What follows belongs to an exercise in optimizing a design on an open flow for small area, a short achievable clock period and few clock cycles; a production flow would make more cautious choices.
In this exercise RTL edits were held to simulation tests only and were not proved equivalent to the original.
Power is estimated from default activity; no workload was simulated.

==> flow/design.v (outline; a module is shown in full before it is edited, if it fits) <==
// module spatial_encoder_ping_pong: 361 lines
// module csa_fa_row: 7 lines
// module csa_ha_row: 7 lines
// module digit_adder: 16 lines
// module csa_digit_0: 24 lines
// module csa_digit_1: 24 lines
// module csa_digit_2: 26 lines
// module csa_digit_3: 26 lines
// module csa_digit_4: 26 lines
// module csa_digit_5: 26 lines
// module csa_digit_6: 26 lines
// module csa_digit_7: 26 lines
// module csa_digit_8: 22 lines
module spatial_encoder_ping_pong
(
	input Clk_CI, Reset_RI,
	input ValidIn_SI, ReadyIn_SI,
	output ReadyOut_SO, ValidOut_SO,
	input [2-1:0] ModeIn_SI,
	input [5-1:0] LabelIn_DI,
	input [6*64-1:0] ChannelsIn_DI,
	output [2-1:0] ModeOut_SO,
	output [5-1:0] LabelOut_DO,
	output [0:1000-1] HypervectorOut_DO
);
  // ...
==> flow/run.sh <==
#!/bin/bash
# synth_recipe.tcl (not shown) runs the flow's synth.tcl, then flattens the netlist and writes it again
# the make line also repeats each setting of config.mk as NAME=value (left out here)
make -C /OpenROAD-flow-scripts/flow DESIGN_CONFIG=/design/flow/config.mk WORK_HOME=/design/flow/orfs CLKGATE_MAP_FILE= SYNTH_SCRIPT=/design/flow/synth_recipe.tcl finish
==> flow/config.mk <==
export PLATFORM = sky130hd
export DESIGN_NAME = spatial_encoder_ping_pong
export DESIGN_NICKNAME = spatial_encoder_ping_pong
export VERILOG_FILES = /design/flow/design.v
export SDC_FILE = /design/flow/constraint.sdc
export NUM_CORES = 8
export LEC_CHECK = 0
export CAP_MARGIN = 20
export CORE_MARGIN = 2
export CORE_UTILIZATION = 30
export PLACE_DENSITY = 0.5
export SLEW_MARGIN = 20
export SYNTH_HIERARCHICAL = 1
==> flow/constraint.sdc <==
create_clock -name core_clock -period 10.0 [get_ports {Clk_CI}]
set_input_delay 2.0000 -clock core_clock [delete_from_list [all_inputs] [get_ports {Clk_CI}]]
set_output_delay 2.0000 -clock core_clock [all_outputs]
set_load 0.01 [all_outputs]
==> flow_metrics.py, run 1 <==
metrics = {
    "status": {
        "status": "aborted with a tool error",
        "failed_stage": "global routing",
        "first-error": "[ERROR GRT-0229] Vertical edge usage exceeds the maximum allowed. (183, 158) usage=65535 limit=2200",
    },
    "logic_synthesis": {
        "ys_warn_count": 7,
        "async_flop_share_pct": 0,
        "synth-simple-area-share_pct": 5.20,
        "netlist_instances": 50238,
        "netlist.area_leader.share_pct": 36.1,
        "synth_common_cells": "12435 x fa_1, 8999 x ha_1, 8194 x inv_1, 6409 x edfxtp_1, 2997 x xnor2_1",
        "synth.most_common_cell": "fa_1",
        "synth_fa_ha_area_share_pct": 52.5,
        "synth_area_um2": 689000,
        "synth_mux_area_share_pct": 0.209,
        "synth.area.top_cells": "fa_1 36%, edfxtp_1 28%, ha_1 16%",
        "syn_area_per_cell_um2": 13.7,
        "synth_top_family_by_area": "adder cells",
        "yosysSeqAreaShare_pct": 28.0,
        "synth_cell_type_count": 34,
        "synth_compound_area_share_pct": 4.37,
        "yosys.area.top_type": "fa_1",
        "ys_ff_latch": 6421,
        "syn_nets": 72067,
        "synth_xor_area_share_pct": 5.11,
        "synth_edf_count": 6409,
    },
    "cts": {
        "cts.root.buffer_cell": "clkbuf_16",
        "postCtsSetupBuffers": 0,
        "cts.sinks": 6421,
        "postCtsHoldBufs": 0,
        "post_cts_resized": 0,
        "clk_path_buf_depth": 6,
        "cts_max_level": 6,
    },
    "place": {
        "place_area_um2": 783000,
        "hpwl_um": 6560000,
        "port_buffers": 1403,
        "gp_congestion": 1.22,
        "dp.cells": 86664,
        "pre_cts_slack_ns": 4.00,
    },
    "floorplan": {
        "rows": 556,
        "die_x_um": 1520,
        "initial_core_util_pct": 30.1,
        "io_pins": 1404,
        "die_y_um": 1520,
    },
    "grt": {
        "grt_start_max_net_pins": 139,
        "antenna_found_initial": 2699,
    },
}
Testbench counts, summed over its fixed seeds: cycles 1,464.
==> module csa_digit_0, before the edit <==
module csa_digit_0 (
	input [15:0] Ops_DI,
	input [2:0] Carry_DI,
	input First_SI,
	output [2:0] Carry_DO
);
wire [2:0] Ext_D = {(~First_SI & Carry_DI[2]), (~First_SI & Carry_DI[1]), (~First_SI & Carry_DI[0])};
wire [3:0] S1, C1;
wire [1:0] S2, C2;
wire [1:0] S3, C3;
wire [1:0] S4, C4;
wire [1:0] HS1, HC1;
wire [2:0] HS2, HC2;
wire [0:0] HS4, HC4;
csa_ha_row #(.W(2)) u_hrow1 (.A_DI({Ops_DI[13], Ops_DI[6]}), .B_DI({Ops_DI[15], Ops_DI[8]}), .S_DO(HS1), .C_DO(HC1));
csa_ha_row #(.W(3)) u_hrow2 (.A_DI({HS1[0], Ext_D[0], S1[1]}), .B_DI({S1[3], S1[0], S1[2]}), .S_DO(HS2), .C_DO(HC2));
csa_ha_row #(.W(1)) u_hrow4 (.A_DI({C2[1]}), .B_DI({C3[1]}), .S_DO(HS4), .C_DO(HC4));
csa_fa_row #(.W(4)) u_row1 (.A_DI({Ops_DI[10], Ops_DI[7], Ops_DI[1], Ops_DI[0]}), .B_DI({Ops_DI[12], Ops_DI[9], Ops_DI[3], Ops_DI[2]}), .C_DI({Ops_DI[14], Ops_DI[11], Ops_DI[5], Ops_DI[4]}), .S_DO(S1), .C_DO(C1));
csa_fa_row #(.W(2)) u_row2 (.A_DI({Ext_D[2], Ext_D[1]}), .B_DI({C1[1], C1[0]}), .C_DI({C1[2], HC1[0]}), .S_DO(S2), .C_DO(C2));
csa_fa_row #(.W(2)) u_row3 (.A_DI({HC1[1], HS1[1]}), .B_DI({C2[0], C1[3]}), .C_DI({HC2[0], S2[0]}), .S_DO(S3), .C_DO(C3));
csa_fa_row #(.W(2)) u_row4 (.A_DI({S2[1], HS2[0]}), .B_DI({C3[0], HC2[1]}), .C_DI({S3[1], S3[0]}), .S_DO(S4), .C_DO(C4));
wire [4:0] Sum_D = {HC4[0], C4[1], C4[0], HC2[2], HS2[1]} + {1'b0, HS4[0], S4[1], S4[0], HS2[2]};
assign Carry_DO = Sum_D[4:2];
endmodule
==> module csa_digit_1, before the edit <==
module csa_digit_1 (
	input [15:0] Ops_DI,
	input [2:0] Carry_DI,
	input First_SI,
	output [2:0] Carry_DO
);
wire [2:0] Ext_D = {(~First_SI & Carry_DI[2]), (~First_SI & Carry_DI[1]), (First_SI | Carry_DI[0])};
wire [3:0] S1, C1;
wire [1:0] S2, C2;
wire [1:0] S3, C3;
wire [1:0] S4, C4;
wire [1:0] HS1, HC1;
wire [2:0] HS2, HC2;
wire [0:0] HS4, HC4;
csa_ha_row #(.W(2)) u_hrow1 (.A_DI({Ops_DI[13], Ops_DI[6]}), .B_DI({Ops_DI[15], Ops_DI[8]}), .S_DO(HS1), .C_DO(HC1));
csa_ha_row #(.W(3)) u_hrow2 (.A_DI({HS1[0], Ext_D[0], S1[1]}), .B_DI({S1[3], S1[0], S1[2]}), .S_DO(HS2), .C_DO(HC2));
csa_ha_row #(.W(1)) u_hrow4 (.A_DI({C2[1]}), .B_DI({C3[1]}), .S_DO(HS4), .C_DO(HC4));
csa_fa_row #(.W(4)) u_row1 (.A_DI({Ops_DI[10], Ops_DI[7], ~Ops_DI[1], ~Ops_DI[0]}), .B_DI({Ops_DI[12], Ops_DI[9], Ops_DI[3], Ops_DI[2]}), .C_DI({Ops_DI[14], Ops_DI[11], Ops_DI[5], Ops_DI[4]}), .S_DO(S1), .C_DO(C1));
csa_fa_row #(.W(2)) u_row2 (.A_DI({Ext_D[2], Ext_D[1]}), .B_DI({C1[1], C1[0]}), .C_DI({C1[2], HC1[0]}), .S_DO(S2), .C_DO(C2));
csa_fa_row #(.W(2)) u_row3 (.A_DI({HC1[1], HS1[1]}), .B_DI({C2[0], C1[3]}), .C_DI({HC2[0], S2[0]}), .S_DO(S3), .C_DO(C3));
csa_fa_row #(.W(2)) u_row4 (.A_DI({S2[1], HS2[0]}), .B_DI({C3[0], HC2[1]}), .C_DI({S3[1], S3[0]}), .S_DO(S4), .C_DO(C4));
wire [4:0] Sum_D = {HC4[0], C4[1], C4[0], HC2[2], HS2[1]} + {1'b0, HS4[0], S4[1], S4[0], HS2[2]};
assign Carry_DO = Sum_D[4:2];
endmodule
==> run 2, diff against run 1 <==
--- a/flow/design.v
+++ b/flow/design.v
@@ -12,47 +12,64 @@
 );
 localparam LAST = 4;
 reg [2:0] DigitA_SP, DigitB_SP, DigitC_SP;
-reg ValidB_SP, ValidC_SP, ValidOut_SP;
-wire Advance_S = ~ValidOut_SP | ReadyIn_SI;
-wire LastA_S = (DigitA_SP == LAST);
-assign ReadyOut_SO = Advance_S & LastA_S;
-assign ValidOut_SO = ValidOut_SP;
+reg ValidB_SP, ValidC_SP;
+reg [1:0] InFlight_SP;   
+reg Tail_SP, Head_SP;     
 wire FirstA_S = (DigitA_SP == 0);
-wire FirstB_S = (DigitB_SP == 0);
-wire LastB_S = (DigitB_SP == LAST);
-wire FirstC_S = (DigitC_SP == 0);
+reg LastA_SP;           
+wire LastA_S = LastA_SP;
+wire [2:0] Used_S = InFlight_SP + Tail_SP + Head_SP;
+wire Start_S = ValidIn_SI & FirstA_S & (Used_S < 3'd2);
+wire StepA_S = Start_S | ~FirstA_S;
+assign ReadyOut_SO = LastA_S;
+wire KeepA_S = StepA_S & ~LastA_S & ~Reset_RI;
+wire KeepB_S = ValidB_SP & (DigitB_SP != LAST) & ~Reset_RI;
 wire Finish_S = ValidC_SP & (DigitC_SP == LAST);
+wire Continue_S = ValidC_SP & (DigitC_SP != LAST);
+wire Pop_S = Head_SP & ReadyIn_SI;
+wire Move_S = Tail_SP & (~Head_SP | Pop_S);
+assign ValidOut_SO = Head_SP;
 always @(posedge Clk_CI) begin
 	if (Reset_RI) begin
 		DigitA_SP <= 0;
+		LastA_SP <= 1'b0;
 		DigitB_SP <= 0;
 		DigitC_SP <= 0;
 		ValidB_SP <= 1'b0;
 		ValidC_SP <= 1'b0;
-		ValidOut_SP <= 1'b0;
-	end else if (Advance_S) begin
-		DigitA_SP <= (ValidIn_SI & ~LastA_S) ? DigitA_SP + 1 : 0;
-		ValidB_SP <= ValidIn_SI;
+		InFlight_SP <= 2'd0;
+		Tail_SP <= 1'b0;
+		Head_SP <= 1'b0;
+	end else begin
+		DigitA_SP <= (StepA_S & ~LastA_S) ? DigitA_SP + 1 : 0;
+		LastA_SP <= StepA_S & ~LastA_S & (DigitA_SP == LAST - 1);
+		ValidB_SP <= StepA_S;
 		DigitB_SP <= DigitA_SP;
 		ValidC_SP <= ValidB_SP;
 		DigitC_SP <= DigitB_SP;
-		ValidOut_SP <= Finish_S;
+		InFlight_SP <= InFlight_SP + Start_S - Finish_S;
+		Tail_SP <= Finish_S | (Tail_SP & ~Move_S);
+		Head_SP <= Move_S | (Head_SP & ~Pop_S);
 	end
 end
-reg [2-1:0] ModeIn_DP, ModeOut_DP;
-reg [5-1:0] LabelIn_DP, LabelOut_DP;
+reg [2-1:0] ModeIn_DP, ModeTail_DP, ModeHead_DP;
+reg [5-1:0] LabelIn_DP, LabelTail_DP, LabelHead_DP;
 always @(posedge Clk_CI) begin
-	if (Advance_S & ValidIn_SI & LastA_S) begin
+	if (LastA_S) begin
 		ModeIn_DP <= ModeIn_SI;
 		LabelIn_DP <= LabelIn_DI;
 	end
-	if (Advance_S & Finish_S) begin
-		ModeOut_DP <= ModeIn_DP;
-		LabelOut_DP <= LabelIn_DP;
+	if (Finish_S) begin
+		ModeTail_DP <= ModeIn_DP;
+		LabelTail_DP <= LabelIn_DP;
+	end
+	if (Move_S) begin
+		ModeHead_DP <= ModeTail_DP;
+		LabelHead_DP <= LabelTail_DP;
 	end
 end
-assign ModeOut_SO = ModeOut_DP;
-assign LabelOut_DO = LabelOut_DP;
+assign ModeOut_SO = ModeHead_DP;
+assign LabelOut_DO = LabelHead_DP;
 genvar i, j, q;
 wire [32*2*2-1:0] PairDig_DN;
 wire [32*2-1:0] PairCarry_DN;
@@ -60,19 +77,20 @@
 reg [32*2-1:0] PairCarry_DP;
 generate
 	for (j = 0; j < 32; j = j + 1) begin : g_pair
-		wire [9:0] fa = {4'b0000, ChannelsIn_DI[12*j +: 6]};
+		wire [9:0] fa = {(j % 4 == 0) ? 4'b1000 : 4'b0000, ChannelsIn_DI[12*j +: 6]};
 		wire [9:0] fb = {4'b0000, ChannelsIn_DI[12*j+6 +: 6]};
 		wire [1:0] a = fa[2*DigitA_SP +: 2];
 		wire [1:0] b = fb[2*DigitA_SP +: 2];
-		digit_adder u_add (.A_DI(a), .B_DI(b), .C_DI(~FirstA_S & PairCarry_DP[2*j]), .S_DO(PairDig_DN[2*(2*j) +: 2]), .C_DO(PairCarry_DN[2*j]));
-		digit_adder u_sub (.A_DI(a), .B_DI(~b), .C_DI(FirstA_S | PairCarry_DP[2*j+1]), .S_DO(PairDig_DN[2*(2*j+1) +: 2]), .C_DO(PairCarry_DN[2*j+1]));
+		wire ca, cs;
+		digit_adder u_add (.A_DI(a), .B_DI(b), .C_DI(PairCarry_DP[2*j]), .S_DO(PairDig_DN[2*(2*j) +: 2]), .C_DO(ca));
+		digit_adder u_sub (.A_DI(a), .B_DI(~b), .C_DI(PairCarry_DP[2*j+1]), .S_DO(PairDig_DN[2*(2*j+1) +: 2]), .C_DO(cs));
+		assign PairCarry_DN[2*j] = ca & KeepA_S;
+		assign PairCarry_DN[2*j+1] = cs | ~KeepA_S;
 	end
 endgenerate
 always @(posedge Clk_CI) begin
-	if (Advance_S) begin
-		PairDig_DP <= PairDig_DN;
-		PairCarry_DP <= PairCarry_DN;
-	end
+	PairDig_DP <= PairDig_DN;
+	PairCarry_DP <= PairCarry_DN;
 end
 wire [16*8*2-1:0] QuadDig_D;
 wire [16*8-1:0] QuadCarry_DN;
@@ -83,17 +101,19 @@
 			wire [1:0] x = PairDig_DP[2*(2*(2*j) + (q%2)) +: 2];
 			wire [1:0] y = PairDig_DP[2*(2*(2*j+1) + (((q/2)%2)^(q/4))) +: 2];
 			if ((q/2)%2) begin : g_sub
-				digit_adder u_add (.A_DI(x), .B_DI(~y), .C_DI(FirstB_S | QuadCarry_DP[8*j+q]), .S_DO(QuadDig_D[2*(8*j+q) +: 2]), .C_DO(QuadCarry_DN[8*j+q]));
+				wire c;
+				digit_adder u_add (.A_DI(x), .B_DI(~y), .C_DI(QuadCarry_DP[8*j+q]), .S_DO(QuadDig_D[2*(8*j+q) +: 2]), .C_DO(c));
+				assign QuadCarry_DN[8*j+q] = c | ~KeepB_S;
 			end else begin : g_add
-				digit_adder u_add (.A_DI(x), .B_DI(y), .C_DI(~FirstB_S & QuadCarry_DP[8*j+q]), .S_DO(QuadDig_D[2*(8*j+q) +: 2]), .C_DO(QuadCarry_DN[8*j+q]));
+				wire c;
+				digit_adder u_add (.A_DI(x), .B_DI(y), .C_DI(QuadCarry_DP[8*j+q]), .S_DO(QuadDig_D[2*(8*j+q) +: 2]), .C_DO(c));
+				assign QuadCarry_DN[8*j+q] = c & KeepB_S;
 			end
 		end
 	end
 endgenerate
-always @(posedge Clk_CI) begin
-	if (Advance_S)
-		QuadCarry_DP <= QuadCarry_DN;
-end
+always @(posedge Clk_CI)
+	QuadCarry_DP <= QuadCarry_DN;
 wire [128*2-1:0] Block0_DN;
 wire [127:0] Block0Carry_DN;
 reg [127:0] Block0Carry_DP;
@@ -104,18 +124,20 @@
 		wire [1:0] y = QuadDig_D[2*(8*1 + ((q/16)^(7*((q/8)%2)))) +: 2];
 		wire [1:0] s;
 		if ((q/8)%2) begin : g_sub
-			digit_adder u_add (.A_DI(x), .B_DI(~y), .C_DI(FirstB_S | Block0Carry_DP[q]), .S_DO(s), .C_DO(Block0Carry_DN[q]));
+			wire c;
+			digit_adder u_add (.A_DI(x), .B_DI(~y), .C_DI(Block0Carry_DP[q]), .S_DO(s), .C_DO(c));
+			assign Block0Carry_DN[q] = c | ~KeepB_S;
 		end else begin : g_add
-			digit_adder u_add (.A_DI(x), .B_DI(y), .C_DI(~FirstB_S & Block0Carry_DP[q]), .S_DO(s), .C_DO(Block0Carry_DN[q]));
+			wire c;
+			digit_adder u_add (.A_DI(x), .B_DI(y), .C_DI(Block0Carry_DP[q]), .S_DO(s), .C_DO(c));
+			assign Block0Carry_DN[q] = c & KeepB_S;
 		end
-		assign Block0_DN[2*q +: 2] = {s[1] ^ LastB_S, s[0:0]};
+		assign Block0_DN[2*q +: 2] = s;
 	end
 endgenerate
 always @(posedge Clk_CI) begin
-	if (Advance_S) begin
-		Block0Carry_DP <= Block0Carry_DN;
-		Block0_DP <= Block0_DN;
-	end
+	Block0Carry_DP <= Block0Carry_DN;
+	Block0_DP <= Block0_DN;
 end
 wire [128*2-1:0] Block1_DN;
 wire [127:0] Block1Carry_DN;
@@ -127,18 +149,20 @@
 		wire [1:0] y = QuadDig_D[2*(8*3 + ((q/16)^(7*((q/8)%2)))) +: 2];
 		wire [1:0] s;
 		if ((q/8)%2) begin : g_sub
-			digit_adder u_add (.A_DI(x), .B_DI(~y), .C_DI(FirstB_S | Block1Carry_DP[q]), .S_DO(s), .C_DO(Block1Carry_DN[q]));
+			wire c;
+			digit_adder u_add (.A_DI(x), .B_DI(~y), .C_DI(Block1Carry_DP[q]), .S_DO(s), .C_DO(c));
+			assign Block1Carry_DN[q] = c | ~KeepB_S;
 		end else begin : g_add
-			digit_adder u_add (.A_DI(x), .B_DI(y), .C_DI(~FirstB_S & Block1Carry_DP[q]), .S_DO(s), .C_DO(Block1Carry_DN[q]));
+			wire c;
+			digit_adder u_add (.A_DI(x), .B_DI(y), .C_DI(Block1Carry_DP[q]), .S_DO(s), .C_DO(c));
+			assign Block1Carry_DN[q] = c & KeepB_S;
 		end
-		assign Block1_DN[2*q +: 2] = {s[1] ^ LastB_S, s[0:0]};
+		assign Block1_DN[2*q +: 2] = s;
 	end
 endgenerate
 always @(posedge Clk_CI) begin
-	if (Advance_S) begin
-		Block1Carry_DP <= Block1Carry_DN;
-		Block1_DP <= Block1_DN;
-	end
+	Block1Carry_DP <= Block1Carry_DN;
+	Block1_DP <= Block1_DN;
 end
 wire [128*2-1:0] Block2_DN;
 wire [127:0] Block2Carry_DN;
@@ -150,18 +174,20 @@
 		wire [1:0] y = QuadDig_D[2*(8*5 + ((q/16)^(7*((q/8)%2)))) +: 2];
 		wire [1:0] s;
 		if ((q/8)%2) begin : g_sub
-			digit_adder u_add (.A_DI(x), .B_DI(~y), .C_DI(FirstB_S | Block2Carry_DP[q]), .S_DO(s), .C_DO(Block2Carry_DN[q]));
+			wire c;
+			digit_adder u_add (.A_DI(x), .B_DI(~y), .C_DI(Block2Carry_DP[q]), .S_DO(s), .C_DO(c));
+			assign Block2Carry_DN[q] = c | ~KeepB_S;
 		end else begin : g_add
-			digit_adder u_add (.A_DI(x), .B_DI(y), .C_DI(~FirstB_S & Block2Carry_DP[q]), .S_DO(s), .C_DO(Block2Carry_DN[q]));
+			wire c;
+			digit_adder u_add (.A_DI(x), .B_DI(y), .C_DI(Block2Carry_DP[q]), .S_DO(s), .C_DO(c));
+			assign Block2Carry_DN[q] = c & KeepB_S;
 		end
-		assign Block2_DN[2*q +: 2] = {s[1] ^ LastB_S, s[0:0]};
+		assign Block2_DN[2*q +: 2] = s;
 	end
 endgenerate
 always @(posedge Clk_CI) begin
-	if (Advance_S) begin
-		Block2Carry_DP <= Block2Carry_DN;
-		Block2_DP <= Block2_DN;
-	end
+	Block2Carry_DP <= Block2Carry_DN;
+	Block2_DP <= Block2_DN;
 end
 wire [128*2-1:0] Block3_DN;
 wire [127:0] Block3Carry_DN;
@@ -173,18 +199,20 @@
 		wire [1:0] y = QuadDig_D[2*(8*7 + ((q/16)^(7*((q/8)%2)))) +: 2];
 		wire [1:0] s;
 		if ((q/8)%2) begin : g_sub
-			digit_adder u_add (.A_DI(x), .B_DI(~y), .C_DI(FirstB_S | Block3Carry_DP[q]), .S_DO(s), .C_DO(Block3Carry_DN[q]));
+			wire c;
+			digit_adder u_add (.A_DI(x), .B_DI(~y), .C_DI(Block3Carry_DP[q]), .S_DO(s), .C_DO(c));
+			assign Block3Carry_DN[q] = c | ~KeepB_S;
 		end else begin : g_add
-			digit_adder u_add (.A_DI(x), .B_DI(y), .C_DI(~FirstB_S & Block3Carry_DP[q]), .S_DO(s), .C_DO(Block3Carry_DN[q]));
+			wire c;
+			digit_adder u_add (.A_DI(x), .B_DI(y), .C_DI(Block3Carry_DP[q]), .S_DO(s), .C_DO(c));
+			assign Block3Carry_DN[q] = c & KeepB_S;
 		end
-		assign Block3_DN[2*q +: 2] = {s[1] ^ LastB_S, s[0:0]};
+		assign Block3_DN[2*q +: 2] = s;
 	end
 endgenerate
 always @(posedge Clk_CI) begin
-	if (Advance_S) begin
-		Block3Carry_DP <= Block3Carry_DN;
-		Block3_DP <= Block3_DN;
-	end
+	Block3Carry_DP <= Block3Carry_DN;
+	Block3_DP <= Block3_DN;
 end
 wire [128*2-1:0] Block4_DN;
 wire [127:0] Block4Carry_DN;
@@ -196,18 +224,20 @@
 		wire [1:0] y = QuadDig_D[2*(8*9 + ((q/16)^(7*((q/8)%2)))) +: 2];
 		wire [1:0] s;
 		if ((q/8)%2) begin : g_sub
-			digit_adder u_add (.A_DI(x), .B_DI(~y), .C_DI(FirstB_S | Block4Carry_DP[q]), .S_DO(s), .C_DO(Block4Carry_DN[q]));
+			wire c;
+			digit_adder u_add (.A_DI(x), .B_DI(~y), .C_DI(Block4Carry_DP[q]), .S_DO(s), .C_DO(c));
+			assign Block4Carry_DN[q] = c | ~KeepB_S;
 		end else begin : g_add
-			digit_adder u_add (.A_DI(x), .B_DI(y), .C_DI(~FirstB_S & Block4Carry_DP[q]), .S_DO(s), .C_DO(Block4Carry_DN[q]));
+			wire c;
+			digit_adder u_add (.A_DI(x), .B_DI(y), .C_DI(Block4Carry_DP[q]), .S_DO(s), .C_DO(c));
+			assign Block4Carry_DN[q] = c & KeepB_S;
 		end
-		assign Block4_DN[2*q +: 2] = {s[1] ^ LastB_S, s[0:0]};
+		assign Block4_DN[2*q +: 2] = s;
 	end
 endgenerate
 always @(posedge Clk_CI) begin
-	if (Advance_S) begin
-		Block4Carry_DP <= Block4Carry_DN;
-		Block4_DP <= Block4_DN;
-	end
+	Block4Carry_DP <= Block4Carry_DN;
+	Block4_DP <= Block4_DN;
 end
 wire [128*2-1:0] Block5_DN;
 wire [127:0] Block5Carry_DN;
@@ -219,18 +249,20 @@
 		wire [1:0] y = QuadDig_D[2*(8*11 + ((q/16)^(7*((q/8)%2)))) +: 2];
 		wire [1:0] s;
 		if ((q/8)%2) begin : g_sub
-			digit_adder u_add (.A_DI(x), .B_DI(~y), .C_DI(FirstB_S | Block5Carry_DP[q]), .S_DO(s), .C_DO(Block5Carry_DN[q]));
+			wire c;
+			digit_adder u_add (.A_DI(x), .B_DI(~y), .C_DI(Block5Carry_DP[q]), .S_DO(s), .C_DO(c));
+			assign Block5Carry_DN[q] = c | ~KeepB_S;
 		end else begin : g_add
-			digit_adder u_add (.A_DI(x), .B_DI(y), .C_DI(~FirstB_S & Block5Carry_DP[q]), .S_DO(s), .C_DO(Block5Carry_DN[q]));
+			wire c;
+			digit_adder u_add (.A_DI(x), .B_DI(y), .C_DI(Block5Carry_DP[q]), .S_DO(s), .C_DO(c));
+			assign Block5Carry_DN[q] = c & KeepB_S;
 		end
-		assign Block5_DN[2*q +: 2] = {s[1] ^ LastB_S, s[0:0]};
+		assign Block5_DN[2*q +: 2] = s;
 	end
 endgenerate
 always @(posedge Clk_CI) begin
-	if (Advance_S) begin
-		Block5Carry_DP <= Block5Carry_DN;
-		Block5_DP <= Block5_DN;
-	end
+	Block5Carry_DP <= Block5Carry_DN;
+	Block5_DP <= Block5_DN;
 end
 wire [128*2-1:0] Block6_DN;
 wire [127:0] Block6Carry_DN;
@@ -242,18 +274,20 @@
 		wire [1:0] y = QuadDig_D[2*(8*13 + ((q/16)^(7*((q/8)%2)))) +: 2];
 		wire [1:0] s;
 		if ((q/8)%2) begin : g_sub
-			digit_adder u_add (.A_DI(x), .B_DI(~y), .C_DI(FirstB_S | Block6Carry_DP[q]), .S_DO(s), .C_DO(Block6Carry_DN[q]));
+			wire c;
+			digit_adder u_add (.A_DI(x), .B_DI(~y), .C_DI(Block6Carry_DP[q]), .S_DO(s), .C_DO(c));
+			assign Block6Carry_DN[q] = c | ~KeepB_S;
 		end else begin : g_add
-			digit_adder u_add (.A_DI(x), .B_DI(y), .C_DI(~FirstB_S & Block6Carry_DP[q]), .S_DO(s), .C_DO(Block6Carry_DN[q]));
+			wire c;
+			digit_adder u_add (.A_DI(x), .B_DI(y), .C_DI(Block6Carry_DP[q]), .S_DO(s), .C_DO(c));
+			assign Block6Carry_DN[q] = c & KeepB_S;
 		end
-		assign Block6_DN[2*q +: 2] = {s[1] ^ LastB_S, s[0:0]};
+		assign Block6_DN[2*q +: 2] = s;
 	end
 endgenerate
 always @(posedge Clk_CI) begin
-	if (Advance_S) begin
-		Block6Carry_DP <= Block6Carry_DN;
-		Block6_DP <= Block6_DN;
-	end
+	Block6Carry_DP <= Block6Carry_DN;
+	Block6_DP <= Block6_DN;
 end
 wire [128*2-1:0] Block7_DN;
 wire [127:0] Block7Carry_DN;
@@ -265,20 +299,31 @@
 		wire [1:0] y = QuadDig_D[2*(8*15 + ((q/16)^(7*((q/8)%2)))) +: 2];
 		wire [1:0] s;
 		if ((q/8)%2) begin : g_sub
-			digit_adder u_add (.A_DI(x), .B_DI(~y), .C_DI(FirstB_S | Block7Carry_DP[q]), .S_DO(s), .C_DO(Block7Carry_DN[q]));
+			wire c;
+			digit_adder u_add (.A_DI(x), .B_DI(~y), .C_DI(Block7Carry_DP[q]), .S_DO(s), .C_DO(c));
+			assign Block7Carry_DN[q] = c | ~KeepB_S;
 		end else begin : g_add
-			digit_adder u_add (.A_DI(x), .B_DI(y), .C_DI(~FirstB_S & Block7Carry_DP[q]), .S_DO(s), .C_DO(Block7Carry_DN[q]));
+			wire c;
+			digit_adder u_add (.A_DI(x), .B_DI(y), .C_DI(Block7Carry_DP[q]), .S_DO(s), .C_DO(c));
+			assign Block7Carry_DN[q] = c & KeepB_S;
 		end
-		assign Block7_DN[2*q +: 2] = {s[1] ^ LastB_S, s[0:0]};
+		assign Block7_DN[2*q +: 2] = s;
 	end
 endgenerate
 always @(posedge Clk_CI) begin
-	if (Advance_S) begin
-		Block7Carry_DP <= Block7Carry_DN;
-		Block7_DP <= Block7_DN;
-	end
+	Block7Carry_DP <= Block7Carry_DN;
+	Block7_DP <= Block7_DN;
 end
 localparam [64*1000-1:0] SELECT = 64000'hc3448adbebfff2f9df044d9be1c329c393065ba9ae9d79dfe5458da237f0fad3ccdabd312c683f852237ec2529a420bc9d2c5a98c6566f5aac69895465cba7895ae6bae24f93ecfa89751513f7b51235ba075f16b4f4a52f55cb8f1c6e0ec8973fd2f850a7f764e49f2b3434adb5fa76f07ad26e8cd027fb68062b094a38748ba47d3a94a1dc4db156fe265ece6ae4a6cb7d6daf67e152339303a689048ecd62f5c151f22547d402949f317988542e235ef1d6414c3dc7cdaf966de6a69cdd95891b1b55310e94f0b2368d7761975e285964bdf3bea5efc47144acc601e8e966be467a610154a2f31125b949fe8271d7198aa2f2010305c7aa4f310b417e88db3718650a9e404c912c53b80e511ea6a6698d444959517113e6b5da948a88415235e0371e070cee7a67506c8f74865907bb8849b90d413583fa0cf6aac45998be07c64d3d62ca441d44212b63b567fa53252985b1b00447c988c2b9f7282564934c63e2f5c4c855b7e64e51b0666ce0b751087568f3b650d3314ab0a49709c885966f5816e70d6cfc0de78cab8bb4b67a2b8c02c3f92a09f9c542cd9dcac14d82d9edd4f06d9ed44192e46e280b4f3a1d5956e7c49548d9ac518b8d66e12bd2368eb3fcf38ec139d349e532d7079f61d75dac95c734b1f6c78c72f09b6db62d9b46f568f1f46b7bb1ab80e4962a1ebdb6c300361b8170a52b9dc0db76be06883eb0609b045f35446048f0a93470d2aa4ed468e26e472b3f093ee45109ab3a60b49f76359482664f6ef1fb905e030db7a7d6cb08ef7e9694ed3b91d4a900591eec66b67ec23e558f1a4c4bff616188b9a9486e810db04ceaca6858bed448e65d2d1c525f7ad451332b327370b97e3199c567b547a2ff96bb99bba1eb71c10dfbf2bacee205de2bb929672753c82f859a795424762c78b915fa1d354cd643a23f7fecd05839e5719f4056683025a905b01f83a460d08ac848efbf1600380d6cd4e8a3eb60dc7bb67e5ccda3102afd49ff8ed8cd38c1852d810524d864def8c4be378a240e2f3c621f934f8a6938deb550b6584fe4232df03749335876953b48d36ddd73bba19d94d6e4ddfdabeef51e7932cccdc117d0cf45dd6a94de5c3899e0dcf14e6f31dcba107296f7589a2a05a8b51bf5134781477ce036f0ed44bedbbe502408a5255fca1dc864f488c8702f136c560e046c0728e9b65df78ab68b3be3098ef50f09f299ef0d05b0384d7bf3abb4376863944297c12a93a4b55a1aa7dec1f616f1e957ab6f9e69ebb6eacb89184f5de32b5dd2f23348aced3e732b399d6b36a860b93a21bde1d37c0eab66d6bccf97fe69830d3d2299a73de4bdd6238dbaeb6376e07991b405e9f1bb5005a71e07e2d7ebc880adeffb5185e12c00cca9ba75b8ae96806ac227b05c371900f1613418ce6c7580960d2dec6509b8401bd4d412079654e0763a7ae59b5dc25004d9b9a8ea1363c874d2e2343fe94e6c0e3911d220e308b67921156b6fef0a49fcd6e01aa7eb4f6d7a7d5076aca1d7a4b943884572cec412e2e14caab56766ed51efe67fe004b3e435e911005025b756d0e2513f88c897cb2851c69f4c6ce3d3847565f0e6b68d9506f04f281109f8e4c378f784114d74369ffcb446a694b2dbb33a2ee3751a1b9bf59987af078952a9f4f2fd8bcbba32a24e29c4f192152b71d73926c60b1fd145859ad3632aefc7e8b80f870a3ee89d1c1c28bf6e211cf4aeae3ba719d0ee6e3535998b8c3855e76f6fb3f9429c7f8df7b7b7caad4affbcd4f4d76dc4f180127e0ec30b66f600e5bff7ddd5f30bc0e8e1b59081d74e2054eed018fe8728d0821738cc7fbb3a38035cdc2200e167dc7e712a9d7faef32a00bac1acff77d6817e579e1ac04c39fe017c4fe92019257fc04148ea90eed04020e26b1d1811781fd053e1138c19bcaf38368fa942aa5ac89c6cb9c3ed77c96c0a08aadfe44c9af691687d9356594529e61c43a5cb8e473d7332a1acd301dbdc42278f3295318a6e12dbb9d5a4d64fe75bcaea90166d188dc92f1d18eb5b53bcdb68138ce3ed8d529b1be942adadf5c5a9c9e3ed88c4c0d8e29bafe40c26606c11fbcb56c6d3b0a61599d1cb21870811a0aa96d369fff451701d1b95e2c74ec6b85376a433dbd76514c9445666d1c50fa293148b448698d773f71eb304430c84069751a5061a964634a3c88c451659e32cad2c02da1555af6a88968d77a2888b1b4c19f40c330cf1c9a6757e396686869b31f8bfde444103fb2174e16944597a999eb2ae1d668a46aa111b37cc15471d5d39526c268254ae73da7249db433d75f92f0bb6cb1e9c4f8b78816d91104ee7b303bf1bb616b7ace5c5a1cd4b5d9532ec99ce9d2e8ea0d512f227fc38451090a56964626217a858c81955ad4be37cec64caa0a4f1aefe52fa273036f7353dc56764989bf52f2398145544fbb0d7d14c3da0ba9928c487f6dc7027eac466fd096ef8747d66b3844da7740d43b3f706d4adf284a1b7b7c37acc3b02cfd7d39ff96a628599c3c5f3c2f14ab8fa9d9cd561d60f5c25f00a840d3bf78e37689146d426f40593a4e6e33a6c0e37b61673ef9958f7d349eb02ebf210f5962de332e12910f019c4ed6bee7918083522a8f117fa14f4d8d57cd75c7f560e6480fec531407df7aa403dd8da5fbef51fe0232c67cf5db0105091c6549833685788a7611d44d9a4834ced49acbadb16fee6acf276278beb7d113a4bf374b1a30311996a870da6cdc1e6b25ebfc473d89f550911a7620224f13749a88bf572ca96d3927cf9d00b2f1b961bbe8a78c1287659325d0dfcdf7b445522337b7a91f954882399bdb9a6c33e4c8dbbe5e2139f21a6b5fbe81112b39071e0f954551ab5180150fac2801794cc8e88452300ab5e62090c672e8082efbd7d86ab384003e9fcfc41a262a07ee2023e19730b700011bddfaa0691b87e159c913734a71401e052e62c2cade28010e573696a8c5300a8a802a65b4a36807c343255a9a16c40fe922b778bce08a07d0b91b3f3272870036aa7e6c5643cb8815ead11dc152254ff118c512ac02f8281e84ac6c1208743fe5ce1659e90bc1e7fceae0f4f181a10406537d7488ca9165f476cc46b42ca5d8fbb4926e1ad6dceb8daf6d3cfc40b6514370d879926d547a22c0bbffa93c1fb7369f5a765e79efa06a6f1cb178f0f473455b6d983bf28642c776b9afeef7b552ab35e557de7f9a03ba6105f03ebc3309971168fc1e99fd8b3011db89fa2f364f7ceee54f131d5eab76955c2d625c43fd30d7f633b98266085d4bf4e2654934fbc7ae0082ca2a7f75af9500a7873eff4c982c80f4046af4eda012cb7585487d7253dd694347cbbc577dc391e2642a198f32e658f655f8e0cc687b0b9aa8f47d621fd08ea1ff814396984f45d10741d25a2464e3357b2ecd053e39799c35b567836afe5fb9e3283bc6c8bc8db4d22bf1a08b164890b23a3e968a6fab2f5cd8daa1c732719f195f83d32423451b6f0342327522d8e6b2892d1db7bd4491ec44b878af93a1d70260abd0fc399ac06d34ea438dff23635c7297663d329d392dfc4bbb5c579d70b9766ebf19cfac72aa3f3a1f60a3f9b3eadd7ce4bd120b1218887272ec66fb6904cfb647823e76b18e68115422a8c1ecc51fec05b3e423062317f60c921ad26bd9640b09b908465fc0d1f48fb1806ea022baf9499cc837fbdc5881eea62ff009c990ccf7dfd833f52f2c6d9039cfd9fa569619ac152c0f0c81949559fe5202824cab25fb1e890c4da272bcfb654186637647a982bc28cb36c5546443e6302f709a05dba204e8db79670ce676e48b4d35df86514596a5ec55374077dac5f8fdc89b29bbc72efb96af31bea1ef5a8eae187127fef803c1dcebf5240e900de1327e73b5fe2c02da924abd98f11607b83758993f855b0bdbff0f2e734c048e5e33879cf9260d4a8ed9c01df0bf07e34a80a86df2a68ff927cd1458f7ea4810bfec65fb70156fe2a7d638fa3c08b7f7e434af8cd60f30041a14e34d8f0853fa08f29d22428fc9f70f9c42b8ac47af0f88a663a4f66f968340df32658b382e4d27b972d73b701366bfda786bd973ddb5a85eb01ede39cdb16b8e979a4cd0e89155ca2fa7698d7b2a28e717ffb448519330505408bfab8116677881fb1071cae44b34cafa644ae7904a6e688332575054671110c22884f8065411186224ce740eaaee64173a6ace07f395519b5713210006577eaa10195e87fb0b357ceceb05cff48e63c676908ce80d45121444db465003e319245b46e0780df961bd86ae79b40910d7274e18deae0a62b42b28efc3f101385535b073260e852b9c57274d54f1c3aa299024dd0f7ee6771b233a438f455f3450995729c0e3f96e849b1fd4ab79f591c92b6ccf195f015ee1b2b6af6e028e815327eb10b30841c5f2240b64ed846ae8f235e6b2824e375f8cd715e7acaaf0f74d5f850472fcbc7b2d03436a328919c1b38926d8e7bb60a129c4bf645f94bd1120a0a6917832ec65b914e5da3bf3823c9a629ac8ee3622a9b13c47605ed0b3ebb5226f377e8d121b97ad387f31c87909a07c7ffc6aebd1815c3dfc76135e4cc7fde979b096f5662ff6de3f1d2b78bbd801b8dd67bf4f3fc008db87b024ec502c0fd14067a97dcbd20cce27c47a56adc906a5300a3a8e17218b1767c8e34cef58cf60c4245d227c0024b385f572b6420cd6e208f833a55d0d41828b8fe66a0386e323c543d0d709ca76322822396b84aedbd2f43915914f1acbd875ea715a2b63adcfc30ade8732bd9723a268c5c067ed2f5d9254ace74403980928aa1650c5e2140190fce077a71d6e0717867db43b83d10fe4344cae55463e871e5452fe9c2b15c09a9d828ea23f78e828a347b1d6eb545030d92b9135890577e7b4be3a95258c340bd4aafc333acde1ea52e8bdfd5722d118839b19391f57be8449ca6e5e6c0fd1cea4a33cc336085ae5ff1622262b0f83530b602dd42487c2f676b23cc0394bed7bb5ecd2afd5e5d84fa10d591fdef33460716d0e6bce999a3041d383322a2fbcf45eedc228d719bdbd8156a62b405a999345fa1535ec8a2ea928faee58f2c313d0bf837e9f99625236a742ceaca1998d15eb2291d6d355487115b86134bd8a2bde87245a9b52473e45c025f83d18a0656ce738fbfc60f348b65f5b8e363382cb3078114ed0a236aa5dbbee2e82ed51b8c8a1f535c79c1c9420f10768ebcdedbed78174c451a6fdbe403e35857a958c956c5ee30838a1392cbd95520be0ded09d3923f205d3be529d519df3073dde8c2c431d068b9d55423669e380cab80c22eb3419c6a83002378b7014a1bbdc02e4297feb189a060785ba341d6fb30f042c9ad217bcbd8681bdbc8ce46d164e4a9db2c691cd6ea76cbc9964d503b3ffb939219f47426208bf509354a0e2c2fb1d429d8917938c7a67e8224e6fc20dc33ff038a733a682a22817e4f02d95cc122be005872d212de735f3e734b39172ff57021bda121e3388107d0adcf96ee63becb38c4d91d55f55f92dc669a337f91304b2af35599bfa6274ac1971fbbe0139b6edee7efbb1012aa196fcba8d9a81a5fcc58d93cca3c57702213dade2dde8b47dded356d6b2df2ebcce56f5ba53b7be26ae8f7ada99d4213f114d4cdcaf51a1696a23ed42dd0171c5b339f2e6b38ab105626b187a5dc82547424b6fde96a033e4c346bc4eae17e615a2e5e265dce00b0732950d373273e48fdc476c7f92421948d660ddfcb75d05ef4f386d793f038ef7e970183f5389ca9ffa739bdd49c4ac2c1eb9aa07e0af1619ea90f30ff91b60d4fc2289881e62bd448617b44fe333e3a2b0db9ba7f6220d98194a32700422ed2ff5acf347f433939c1e99b6dbf9ddc21deaaf9f4a0ed6a962f7dda2a30c4e15d784335819826ce1343a12fbe049327e9a5cf975fdaa764e3c9d9e43037ef15efdada36272cafc0eb65759bdb298760a1174fbb8a86bbf08ec3e7b90f05e128079eecda387fae84744d123563bf77060d4ba52fb5a00c838495c897b13039bf02e164e4d6d8dea3c58efa763b6469cd980767fb26aa5d980c34548b6c5fec44d62d5db1187056fa39948ca630478347655a063360abbf24b0a9cb624082e33548cad3024043ed90946d9523605ee8081e0be48d50701cd48f9536f51846ee3ef9e19b801455159f8acefb0056821fb10d6799c07d43afb63b44aa60fe5e882b9d455df07d304c3eb5d833680366a620b03499a48145716e6892fb16fffa4159a44b9beb8107eeac560ae9a3fe445932cb4e82cd3f257595932941d86088b8b0f5c41d240f4c1408d466acca97a6a2b43ef3766fe431332e9f97f34876216687b1e7c70bbbde44bdf6cb9ff1ab7104a40b99b7b7c10946764ebaf3d5dec265bb6845b5c06f63eaab1a679460184e7fc137ab5ef07348409e9ba2af68fd6a5f4ffa33c9e48d1f8f486726d236f4cfb82b5424699b7e9814c15d3459bbff44e2dfcc2eaab9c1fa1391266937da9e0756a69ba46c750f447c53eb16494f6865407281ebf6a75ba85c4abea30dcce95c325f5fcd4b62ebce678f7098d5bde325fbb80744c1fcad679a14cbba9e02c8eb57e2d2274fbd6cc21c136b34489cf62311165a2d2b52296eea1c56d481a53d581f50753abfc89c521074b2d9e1240e33174e5b92ee9a9795e35972591717e5f1aecc42515c7c88d63522138e3141447b2fdda549daa2aa46d7ccc91d27333f1cc46adaec7466605026f125564d444f74d3967783a444b74ec71bf3bf72269419df3686e3bd755eecd76441edecf2af12830459e85a3bc9a5bd268a1c892292c8e07547aeba6a492410f25475151f49dae87b3d4f1f8f92375c029ca7efb81b6c8e7a4ecca81432494507b7623ce222b6578395fdde13636dc3bee0dc6d56ad5b9e1d30725b7ca5ed4d13d8b5ed4088ed0be924e0ad1c44a4f5e38a508412aa76b1af0fc846577ffb96cb386ca383408b1bd163b6cffe1fb136d6f549db3defa6643bd12d9963e8330426c6c4eaf11c22662c23623dd7ae2255382ab523c53573a2203eb0d1d82fb573682168c76c97a1065cd0a4dde6a4ce34523816943116276c77dcab5e61ab244ab32ac3efbe83754ba6819de901fdf09171fef0a2018038e7017f2871be409c8dce40c44561e04afc691f26e85150f1720dafd35ce688b6f5948887ce550c2bc01a0cff6537867e20c9868747934100d0da01fbfbb6197e38653981fa09ea41dc57dabe070d17e02ae32f1f44f41c5081ae7850250a5188be350377c8f18a4c1f2f85b32cb60fe650d7b9e6d66b385137c4e211391e2371932611512570d5b6b6931586d046c11d09e7a0453815de134d8f301f9ca22fa994bfd8af4a3378831aef64c8f16643bfc9a7ea6cf604a5a39acb3ff60b2489cd05d960694e36bad827da0f5d682d55648b35d7ac1ad67faab26fc4367739ff5f1bf726d3fb258030529493d7ca904027725ee7872f18e0db4baf8ffb288c508ae189ffc17b42c84feff2cf9eb9ad6c18e939970fe3c4f653e261b328ef2629cd11f6b57bab933d95556dd4f9c1e79cb0c05b7ec39ecf0e0820edbfdf0f9fd7b4d0ade19328bf852e78c4eee57bbff8c7bc6657ccb99f3c9d1af37c22e3ef9eb4e99701ddefc70d0eaae7c2cceb9b2bb77dcb636aa1f1859503d90eb18ed6f9e0c1da28b6477bc2309f757a6b14462198b10f475e1d5c2d44f6c7a350ac70c4ba4b9cce36760422272e4a252db376d57478b127d6a70dc00d42968b398fc620c45b5bf265bf619022c9567bf0af0958959b34426887d2aca0fb2c5aa4fb7b3210d96a7756810295a8ca1bbb8bfe3ab03c6dc9aaf33f6748de4bdb3fc520b3942df5db20dc6fb61e7bb1896f2ae769cfbd96f2e7c18c1dd9e51b39cc9e02ccdae83621220fcd26755464d6dd68d49b4f82443d8c1b2eebe74306234ac9c781ec1e45d1a1db9dfe52109ac7ce9bb43fc516579d27e94e60985d5cb46482974f4cce714e1541e5f7b665fa97805d88f4290777e500cc044e3d9b4c88c066ca97dcaa194460fb6fe56e1feeaab09b0888e750113f08e92b44cd371960b482c1aadcd3ea4f6e01df3f629657f7a77d9120ad593cb4edfce66fa415616eec3e73e776e8b2a71a9f028cfb1c0beda9b13242cbae4aaccaf62badd1352e7a2d0bd184962f79b92b0ec7061b97bca285089dc376a41a31f94af49f0456e965822f2ef3348beaf841c787956eb35d241ddcfde409a533caac2ac436d48cd92f3681669b3e029b6893beb3bb9f8dab1bb71ff7f9f1f4e1c9b710b7fad63eee9bd357d3457b9f17fbc5c3c52746b15c999cdedccb5cb631aa0a6d2a92306bda5dd15b814b245e2733c6edfe0a2650349923ed7f0e35762dbb6ae40009d24dd4bb1e163ff42be63ad931ebdf0e7a51998a98e390b74671b20d04ad18d51db6493b9a88cc80ee5d29dd570c6200553382d51c86bd807f9943801141bc00ffbb1e40aa5922c080fb10a07fca8d2000f956700067b49080fa3db87f441e180045de54ff45af8c80672dc280d8890200eb3b630034f2cd80829d4e80d279940003f508406b414ec07e900aa05ae6b72000584f701615d5907eac97b8551780180172e414c2a340cc80b576e263cee02200e0fb130e25109d8050cb566867e8ac00c8d13c5aeb1c1ac06c962057c2aea920f65b6c8b2335ca9069165ab26e6f6d181d54535b18b74b8c8c7c8d7272b4f5420602b502036ef1ed8b7fa033cda7f6e4f3ff709595ed4b56c5c0f8b1f0ec2e8bdc6034f6285a38b36af0d24bc48922a5e1686b2e66fa6b8ccee45a78b375e14267361642b70f8fed44db555b97c7b9e405dbc289a39cea56f8c923fbad0a1dcb04926e8b88d11393ba4918b14c86a9b5270972a6a643c3f434b24373311a9f0e6d6bed426156b3b7b45aa512be75b5d50a16881b41f294c0f15544a9617b1e60b6c2aa8bee428fb06b233ff3791ab9081e2e60854557aaf470384fbca08b7d4e0622b75a30f20397752b94c9d87bc1a5f2c15eda6402dfe83b9fef25ea7ad11462b1e9777f07c6a24ab6a2f3408323330f6b31c65fbe6a66b75e6521cf5d1e449410b829983371445e16448204d9b866af1d9a43dadb141589ae571e778be282b2351c504cb15303192f517659a6367e51d78a4d8e732c408ec40fe64102285e49663851117238715db32371e64b24b88cb795b615e12e5406d7e11d17af79828b83ce13e389fc43f3fd67a9aef23a1e85c0048375399950bc6025bf0f21b2365af0c8a3c7d6492d89686ccddc7d29d6bae4b6982a03823915360904c18143655fdb4d9adeff1eb08fdbd4576fc11048f8893a1c58de569474f29951532f3d5ef279f2ca8d389eaf7b01692ff5634dc902865928c0f54b923a45ea3b60d1d549675f5799f0c6c109b38f7cb368639ef2b6f801b7e44a4f4b2934c297760e486a7dd223e3fb496b5ebc2b6e8d8bd4a1515e7a58b8b13eefc88f465254a69fa92cf91d738273f1c2968aeeb543429621190d55e11e125b6d757b7fae101b56a4b8bdbf7756a9745214e5e00c7dcb0c8da2a81039be933ab43334a8de5db5635e26927c6933b4f58f244bfe5d996ed1f9744a7decbbe7c6ca0e6e4356fbcd636d3959a183b9dc0a4bdcac8fffda222eb52a32f9c335cd399181958a9d6f949ca6fef00df0f70e0a133f283b68d497915220c4dda43ee5e63a2f2695169fc83327c7d3a0ebb12462d3dc8710a3f6da42c66affe88d0b370321e1875cf84e6cbd298efbce7428499d8247c125f27ab6ac0314de677b076d1a3e5d2feb42831ba9208c38821abecd8a6e466343175ddd0d19abb55eeb739c3b8c83f130e2f9129d42fdf62613cb85b5ed804b6516d3f8f0e4002eaa1cd53c0856c0785f50c49ef48b20027074264d4ef3907b474ed30b978518f9ab59c7f5a5fccc83c2ccdff1e83a62ff232297f61499bd836edda30ba2b2fcfd18cced0e730902c0322ae8084649fd2063d11c4a5492fc90bdc6ae2f7c5b4218fd6335c742529d8cbc0a6fdc1f72ac02222eb72aef4b5acd8d39b481e8e189d4f49c6efe5ceffa6e3e0ae77fcee935e7df918d4065a26f8d91e6fc1f4771f7bce63332afbb4594123362d5c8dae85ee52242d02c371cefe8624338d62ceea954139ddc396915c2c285ad6a25a61f6123f9e4e19055af4d2e8216ce583788f43841ab27ac934c0a625d836432f6e6f14b8cbd15d56911b6f146e0c0901d116bf7eb506058cce65ef5e3c8b0ac265510f0ad2c08329b775608c896b495abf37df46c192ef0e1c6fe0ef6758768ee613db769f8bde4170923951d74e4765c92d1a0ccb256fb715b8710661bcbcbfa52bde8bb5293913732a45cfb32b5b66c6b76ceb92bb44b09b1bb65da916e2e96b7eb0775e7e7385dd5e1db4f8dcd225380ae8ae7bc9c2b8940370fec1202c1b3e06c7812e59d9fe7100943e5e8ecb1efa896a5e8543ab6af3c1dc954c2d92bc7de739ac263923e9b6df945230e5960b11b8b072e68514eb6cdb3fb385a8e096b9de5ba625749f45ebcec270b8b5d0e1042523491b2ccb7569d852da71b26953dacf894ad12dba0de5a3c1acc52cb506dc9de896a3bd1c85b9a6dfaf199d62ced451b75d6f37bd6ad078d4f3bd70639c4fbbde726c73c6566baecec6cdb60f0b3671a5218d10c68f714e98570c62ae4b73deaf800237b76d39c1d3c302ab9bb850e53de283ea3ebfcd7892d6c218fe13a85f37b5ad0bbae99b8c7fd5338e937f21c9fc5cddca22c69eeb798d56a31295915f30c90e165c6aa1fb5d658cef82537af9479ec27242f6c881e055264ca87494ccf8085552ffcf6a6d900f8e0283a0d319ac07c107b990b615560fee8b9b2b5be5fb07d5ce309d101cf48038eaf49860198d48145cb9243be443eff17915b1a61fadf81e3b61256514791feae0b5275a664a63f350e3bb2751553606f08d95b0780724fb70a93328b400ab7b44fa722b2e07f942ed7ef635b10ff5ec784efed72e880efdd06a7c5021c00e994c38b9833ee80e21e9fb90c95150051cfb3ead6b15f8075d9f55d79f6cf40f0daf433454bd8e078754e99a06e2410fc4f97bb3018cae87ae7a5bbd8722f5cf9ace8996403288e823214eaea8d3b4501d5e27d3ff599577dd053032080f3c3bc3836812f40d7de1e9c6cff87a0c76def4a08c1fc309b1be9f168de3ad8b1cde2f61c6f9924f69d514b3218b28a4bfc356e2773490f2e62d058dbbd697878ad2812caade24342a484532f8433e55b7606c5280666a9c9bb83997b;
+wire [0:1000-1] Hv_DN;
+reg [0:1000-1] HvTail_DP, HvHead_DP;
+always @(posedge Clk_CI) begin
+	if (Finish_S)
+		HvTail_DP <= Hv_DN;
+	if (Move_S)
+		HvHead_DP <= HvTail_DP;
+end
+assign HypervectorOut_DO = HvHead_DP;
 generate
 	for (i = 0; i < 1000; i = i + 1) begin : g_out
 		localparam [63:0] E = SELECT[64*i +: 64];
@@ -319,42 +364,40 @@
 		if (K > 7) begin : g_wide
 			reg [3:0] Carry_DP;
 			wire [3:0] carry;
-			csa_digit_8 u_sum (.Ops_DI(ops), .Carry_DI(Carry_DP), .First_SI(FirstC_S), .Carry_DO(carry));
+			csa_digit_8 u_sum (.Ops_DI(ops), .Carry_DI(Carry_DP), .Carry_DO(carry));
 			always @(posedge Clk_CI)
-				if (Advance_S & ValidC_SP)
-					Carry_DP <= carry;
-			assign HypervectorOut_DO[i] = ~(Carry_DP[3] | Carry_DP[2]);
+				Carry_DP <= Continue_S ? carry : 4'd8;
+			assign Hv_DN[i] = ~(carry[3] | carry[2]);
 		end else begin : g_narrow
 			reg [2:0] Carry_DP;
 			wire [2:0] carry;
 			if (K == 0) begin : g_k0
-				csa_digit_0 u_sum (.Ops_DI(ops), .Carry_DI(Carry_DP), .First_SI(FirstC_S), .Carry_DO(carry));
+				csa_digit_0 u_sum (.Ops_DI(ops), .Carry_DI(Carry_DP), .Carry_DO(carry));
 			end
 			else if (K == 1) begin : g_k1
-				csa_digit_1 u_sum (.Ops_DI(ops), .Carry_DI(Carry_DP), .First_SI(FirstC_S), .Carry_DO(carry));
+				csa_digit_1 u_sum (.Ops_DI(ops), .Carry_DI(Carry_DP), .Carry_DO(carry));
 			end
 			else if (K == 2) begin : g_k2
-				csa_digit_2 u_sum (.Ops_DI(ops), .Carry_DI(Carry_DP), .First_SI(FirstC_S), .Carry_DO(carry));
+				csa_digit_2 u_sum (.Ops_DI(ops), .Carry_DI(Carry_DP), .Carry_DO(carry));
 			end
 			else if (K == 3) begin : g_k3
-				csa_digit_3 u_sum (.Ops_DI(ops), .Carry_DI(Carry_DP), .First_SI(FirstC_S), .Carry_DO(carry));
+				csa_digit_3 u_sum (.Ops_DI(ops), .Carry_DI(Carry_DP), .Carry_DO(carry));
 			end
 			else if (K == 4) begin : g_k4
-				csa_digit_4 u_sum (.Ops_DI(ops), .Carry_DI(Carry_DP), .First_SI(FirstC_S), .Carry_DO(carry));
+				csa_digit_4 u_sum (.Ops_DI(ops), .Carry_DI(Carry_DP), .Carry_DO(carry));
 			end
 			else if (K == 5) begin : g_k5
-				csa_digit_5 u_sum (.Ops_DI(ops), .Carry_DI(Carry_DP), .First_SI(FirstC_S), .Carry_DO(carry));
+				csa_digit_5 u_sum (.Ops_DI(ops), .Carry_DI(Carry_DP), .Carry_DO(carry));
 			end
 			else if (K == 6) begin : g_k6
-				csa_digit_6 u_sum (.Ops_DI(ops), .Carry_DI(Carry_DP), .First_SI(FirstC_S), .Carry_DO(carry));
+				csa_digit_6 u_sum (.Ops_DI(ops), .Carry_DI(Carry_DP), .Carry_DO(carry));
 			end
 			else if (K == 7) begin : g_k7
-				csa_digit_7 u_sum (.Ops_DI(ops), .Carry_DI(Carry_DP), .First_SI(FirstC_S), .Carry_DO(carry));
+				csa_digit_7 u_sum (.Ops_DI(ops), .Carry_DI(Carry_DP), .Carry_DO(carry));
 			end
 			always @(posedge Clk_CI)
-				if (Advance_S & ValidC_SP)
-					Carry_DP <= carry;
-			assign HypervectorOut_DO[i] = ~Carry_DP[2];
+				Carry_DP <= Continue_S ? carry : K;
+			assign Hv_DN[i] = ~carry[2];
 		end
 	end
 endgenerate
@@ -392,10 +435,9 @@
 module csa_digit_0 (
 	input [15:0] Ops_DI,
 	input [2:0] Carry_DI,
-	input First_SI,
 	output [2:0] Carry_DO
 );
-wire [2:0] Ext_D = {(~First_SI & Carry_DI[2]), (~First_SI & Carry_DI[1]), (~First_SI & Carry_DI[0])};
+wire [2:0] Ext_D = Carry_DI;
 wire [3:0] S1, C1;
 wire [1:0] S2, C2;
 wire [1:0] S3, C3;
@@ -416,10 +458,9 @@
 module csa_digit_1 (
 	input [15:0] Ops_DI,
 	input [2:0] Carry_DI,
-	input First_SI,
 	output [2:0] Carry_DO
 );
-wire [2:0] Ext_D = {(~First_SI & Carry_DI[2]), (~First_SI & Carry_DI[1]), (First_SI | Carry_DI[0])};
+wire [2:0] Ext_D = Carry_DI;
 wire [3:0] S1, C1;
 wire [1:0] S2, C2;
 wire [1:0] S3, C3;
@@ -440,10 +481,9 @@
 module csa_digit_2 (
 	input [15:0] Ops_DI,
 	input [2:0] Carry_DI,
-	input First_SI,
 	output [2:0] Carry_DO
 );
-wire [2:0] Ext_D = {(~First_SI & Carry_DI[2]), (First_SI | Carry_DI[1]), (~First_SI & Carry_DI[0])};
+wire [2:0] Ext_D = Carry_DI;
 wire [2:0] S1, C1;
 wire [2:0] S2, C2;
 wire [1:0] S3, C3;
@@ -466,10 +506,9 @@
 module csa_digit_3 (
 	input [15:0] Ops_DI,
 	input [2:0] Carry_DI,
-	input First_SI,
 	output [2:0] Carry_DO
 );
-wire [2:0] Ext_D = {(~First_SI & Carry_DI[2]), (First_SI | Carry_DI[1]), (First_SI | Carry_DI[0])};
+wire [2:0] Ext_D = Carry_DI;
 wire [2:0] S1, C1;
 wire [2:0] S2, C2;
 wire [1:0] S3, C3;
@@ -492,10 +531,9 @@
 module csa_digit_4 (
 	input [15:0] Ops_DI,
 	input [2:0] Carry_DI,
-	input First_SI,
 	output [2:0] Carry_DO
 );
-wire [2:0] Ext_D = {(First_SI | Carry_DI[2]), (~First_SI & Carry_DI[1]), (~First_SI & Carry_DI[0])};
+wire [2:0] Ext_D = Carry_DI;
 wire [2:0] S1, C1;
 wire [2:0] S2, C2;
 wire [1:0] S3, C3;
@@ -518,10 +556,9 @@
 module csa_digit_5 (
 	input [15:0] Ops_DI,
 	input [2:0] Carry_DI,
-	input First_SI,
 	output [2:0] Carry_DO
 );
-wire [2:0] Ext_D = {(First_SI | Carry_DI[2]), (~First_SI & Carry_DI[1]), (First_SI | Carry_DI[0])};
+wire [2:0] Ext_D = Carry_DI;
 wire [2:0] S1, C1;
 wire [2:0] S2, C2;
 wire [1:0] S3, C3;
@@ -544,10 +581,9 @@
 module csa_digit_6 (
 	input [15:0] Ops_DI,
 	input [2:0] Carry_DI,
-	input First_SI,
 	output [2:0] Carry_DO
 );
-wire [2:0] Ext_D = {(First_SI | Carry_DI[2]), (First_SI | Carry_DI[1]), (~First_SI & Carry_DI[0])};
+wire [2:0] Ext_D = Carry_DI;
 wire [2:0] S1, C1;
 wire [2:0] S2, C2;
 wire [1:0] S3, C3;
@@ -570,10 +606,9 @@
 module csa_digit_7 (
 	input [15:0] Ops_DI,
 	input [2:0] Carry_DI,
-	input First_SI,
 	output [2:0] Carry_DO
 );
-wire [2:0] Ext_D = {(First_SI | Carry_DI[2]), (First_SI | Carry_DI[1]), (First_SI | Carry_DI[0])};
+wire [2:0] Ext_D = Carry_DI;
 wire [2:0] S1, C1;
 wire [2:0] S2, C2;
 wire [1:0] S3, C3;
@@ -596,10 +631,9 @@
 module csa_digit_8 (
 	input [15:0] Ops_DI,
 	input [3:0] Carry_DI,
-	input First_SI,
 	output [3:0] Carry_DO
 );
-wire [3:0] Ext_D = {(First_SI | Carry_DI[3]), (~First_SI & Carry_DI[2]), (~First_SI & Carry_DI[1]), (~First_SI & Carry_DI[0])};
+wire [3:0] Ext_D = Carry_DI;
 wire [3:0] S1, C1;
 wire [1:0] S2, C2;
 wire [1:0] S3, C3;
==> flow/flow/run.sh (new file) <==
#!/bin/bash
# Own flow: the standard layout (standard.sh) with two changes:
#  - in the global routing step, ORFS's antenna repair (jumpers, then diodes)
#    is replaced by a diode-only repair with a 25% ratio margin, followed by a
#    slew/capacitance repair (flow/grt_diodes.tcl, the step's
#    POST_GLOBAL_ROUTE_TCL hook, which also rewrites the route guides);
#  - after ORFS's post-route antenna repair, up to three more repair rounds run
#    if violations remain (flow/drt_antennas.tcl, POST_DETAIL_ROUTE_TCL).
# make's and the tools' full output goes to standard.log; ORFS also keeps each
# step's log under orfs/logs/.
set -euo pipefail
export POST_GLOBAL_ROUTE_TCL="$PWD/flow/grt_diodes.tcl"
export POST_DETAIL_ROUTE_TCL="$PWD/flow/drt_antennas.tcl"
bash standard.sh SKIP_ANTENNA_REPAIR=1 POST_GLOBAL_ROUTE_TCL="$PWD/flow/grt_diodes.tcl" POST_DETAIL_ROUTE_TCL="$PWD/flow/drt_antennas.tcl" finish > standard.log 2>&1
==> flow/flow/drt_antennas.tcl (new file) <==
# Sourced by ORFS's detail_route.tcl as POST_DETAIL_ROUTE_TCL (run.sh sets it),
# after ORFS's own post-route antenna repair. If antenna violations remain,
# up to three more rounds of diode repair (20% ratio margin) and detailed
# routing, with the step's own detailed_route arguments.
set hdc_rounds 0
while { [check_antennas] && $hdc_rounds < 3 } {
  puts "Extra antenna repair round [expr {$hdc_rounds + 1}]..."
  repair_antennas -ratio_margin 20
  detailed_route {*}$::all_args
  incr hdc_rounds
}
==> flow/flow/grt_diodes.tcl (new file) <==
puts "Repair antennas (diodes only, 25% margin)..."
repair_antennas -diode_only -ratio_margin 25 -iterations 5
estimate_parasitics -global_routing
repair_design_helper
global_route -start_incremental
detailed_placement
global_route -end_incremental
check_placement -verbose
estimate_parasitics -global_routing
report_check_types -max_slew -max_capacitance -violators
write_guides $::env(RESULTS_DIR)/route.guide
==> flow/standard.sh (new file) <==
#!/bin/bash
# synth_recipe.tcl (not shown) runs the flow's synth.tcl, then flattens the netlist and writes it again
# the make line also repeats each setting of config.mk as NAME=value (left out here)
make -C /OpenROAD-flow-scripts/flow DESIGN_CONFIG=/design/flow/config.mk WORK_HOME=/design/flow/orfs CLKGATE_MAP_FILE= SYNTH_SCRIPT=/design/flow/synth_recipe.tcl "${@:-finish}"
==> flow/config.mk (replaced) <==
export PLATFORM = sky130hd
export DESIGN_NAME = spatial_encoder_ping_pong
export DESIGN_NICKNAME = spatial_encoder_ping_pong
export VERILOG_FILES = /design/flow/design.v
export SDC_FILE = /design/flow/constraint.sdc
export NUM_CORES = 8
export LEC_CHECK = 0
export CAP_MARGIN = 30
export CELL_PAD_IN_SITES_DETAIL_PLACEMENT = 1
export CORE_MARGIN = 2
export CORE_UTILIZATION = 26
export PLACE_DENSITY = 0.42
export SETUP_SLACK_MARGIN = 4.5
export SLEW_MARGIN = 30
export SYNTH_HIERARCHICAL = 1
removed: flow/run.sh
==> flow_metrics.py, run 2 <==
metrics = {
    "status": {
        "status": "aborted with a tool error",
        "failed_stage": "global routing",
        "first-error": "[ERROR EST-0104] inconsistent parasitics state",
    },
    "timing": {
        "crit_endpoint": "HvTail_DP[347]$_DFFE_PP_/D",
        "endpoint_type": "sequential cell input",
    },
    "floorplan": {
        "rows": 594,
        "die_y_um": 1620,
        "io_pins": 1404,
        "die_x_um": 1620,
        "initial_core_util_pct": 26.1,
    },
    "place": {
        "port_buffers": 1403,
        "dp.cells": 92562,
        "hpwl_um": 7330000,
        "gp_congestion": 1.22,
        "pre_cts_slack_ns": 3.83,
        "place_area_um2": 785000,
    },
    "cts": {
        "cts.root.buffer_cell": "clkbuf_16",
        "cts.sinks": 8432,
        "clk_path_buf_depth": 6,
        "cts_max_level": 7,
        "numCtsBuffers": 1250,
        "postCtsHoldBufs": 0,
    },
    "logic_synthesis": {
        "ys_ff_latch": 8432,
        "yosys.area.top_type": "fa_1",
        "synth_edf_count": 2021,
        "yosysSeqAreaShare_pct": 27.7,
        "synth_cell_type_count": 39,
        "ys_warn_count": 7,
        "netlist_instances": 52373,
        "netlist.area_leader.share_pct": 36.5,
        "synth_common_cells": "12435 x fa_1, 9166 x inv_1, 9003 x ha_1, 6411 x dfxtp_1, 2997 x xnor2_1",
        "async_flop_share_pct": 0,
        "syn_area_per_cell_um2": 13.0,
        "synth.most_common_cell": "fa_1",
        "synth.area.top_cells": "fa_1 37%, dfxtp_1 19%, ha_1 17%",
        "yosys_most_used_dff": "dfxtp_1",
        "synth_area_um2": 681000,
        "syn_nets": 74206,
    },
    "grt": {
        "antenna_found_initial": 3961,
        "grt_start_max_net_pins": 157,
    },
}
-- run 2: cell types whose count changed after synthesis, sizes merged, moves of 683 or more --
cell,delta
xor2,-1023
dfxtp,+6399
and2,+1936
nand2b,+1292
nor2,-683
edfxtp,-4388
or2,-1497
inv,+972
nor2b,-1680
-- run 2: modules after synthesis, one instance, submodules excluded, a selection --
module	area [um^2]	copies in the design	flip-flops and latches
spatial_encoder_ping_pong	225000	1	8432
csa_digit_8	173	3	0
csa_digit_6	145	116	0
csa_digit_7	145	32	0
csa_digit_5	141	219	0
csa_digit_2	130	104	0
csa_digit_4	130	279	0
csa_digit_3	123	216	0
csa_digit_1	111	27	0
csa_digit_0	104	4	0
-- run 2: cells by family after synthesis --
family / count (synthesis) / share of synthesized area (%)
AOI/OAI and AO/OA: 3392 / 4.61
xor gates and xnor gates: 3001 / 3.86
adders and majority gates: 21438 / 53.1
buffers and inverters: 9721 / 5.38
DFF: 8432 / 27.7
muxes: 128 / 0.200
and+or+nand+nor: 6261 / 5.14
-- run 2: what timing repair did --
action / CTS
buffers inserted: 76
pin swaps: 1
gates resized for setup: 226
setup endpoints to repair: 469
cloned: 0
endpoints found under the hold margin: 0
-- run 2: worst min-delay path by stage --
stage | start | to | slack [ns] | cells after the start
3_3_place_gp | HvTail_DP[759] | HvHead_DP[759] | 0.40 | 0
4_1_cts | HvTail_DP[483] | HvHead_DP[483] | 0.37 | 0
2_1_floorplan | HvTail_DP[0] | HvHead_DP[0] | 0.40 | 0
3_5_place_dp | HvTail_DP[170] | HvHead_DP[170] | 0.41 | 0
-- run 2: through the flow --
step                      total power, W  util [%]
after floorplan                    0.741         -
after global placement              1.26      29.6
after detailed placement            1.26      30.0
after CTS                           1.32      31.7
-- run 2: power groups by stage --
stage / Combinational [W] / Sequential [W] / Clock (W)
after floorplan: 0.666 / 0.0752 / 0
after global placement: 1.15 / 0.116 / 0
after detailed placement: 1.15 / 0.107 / 0
after CTS: 1.16 / 0.105 / 0.0490
Testbench counts of run 2, summed over its fixed seeds: cycles 1,472.
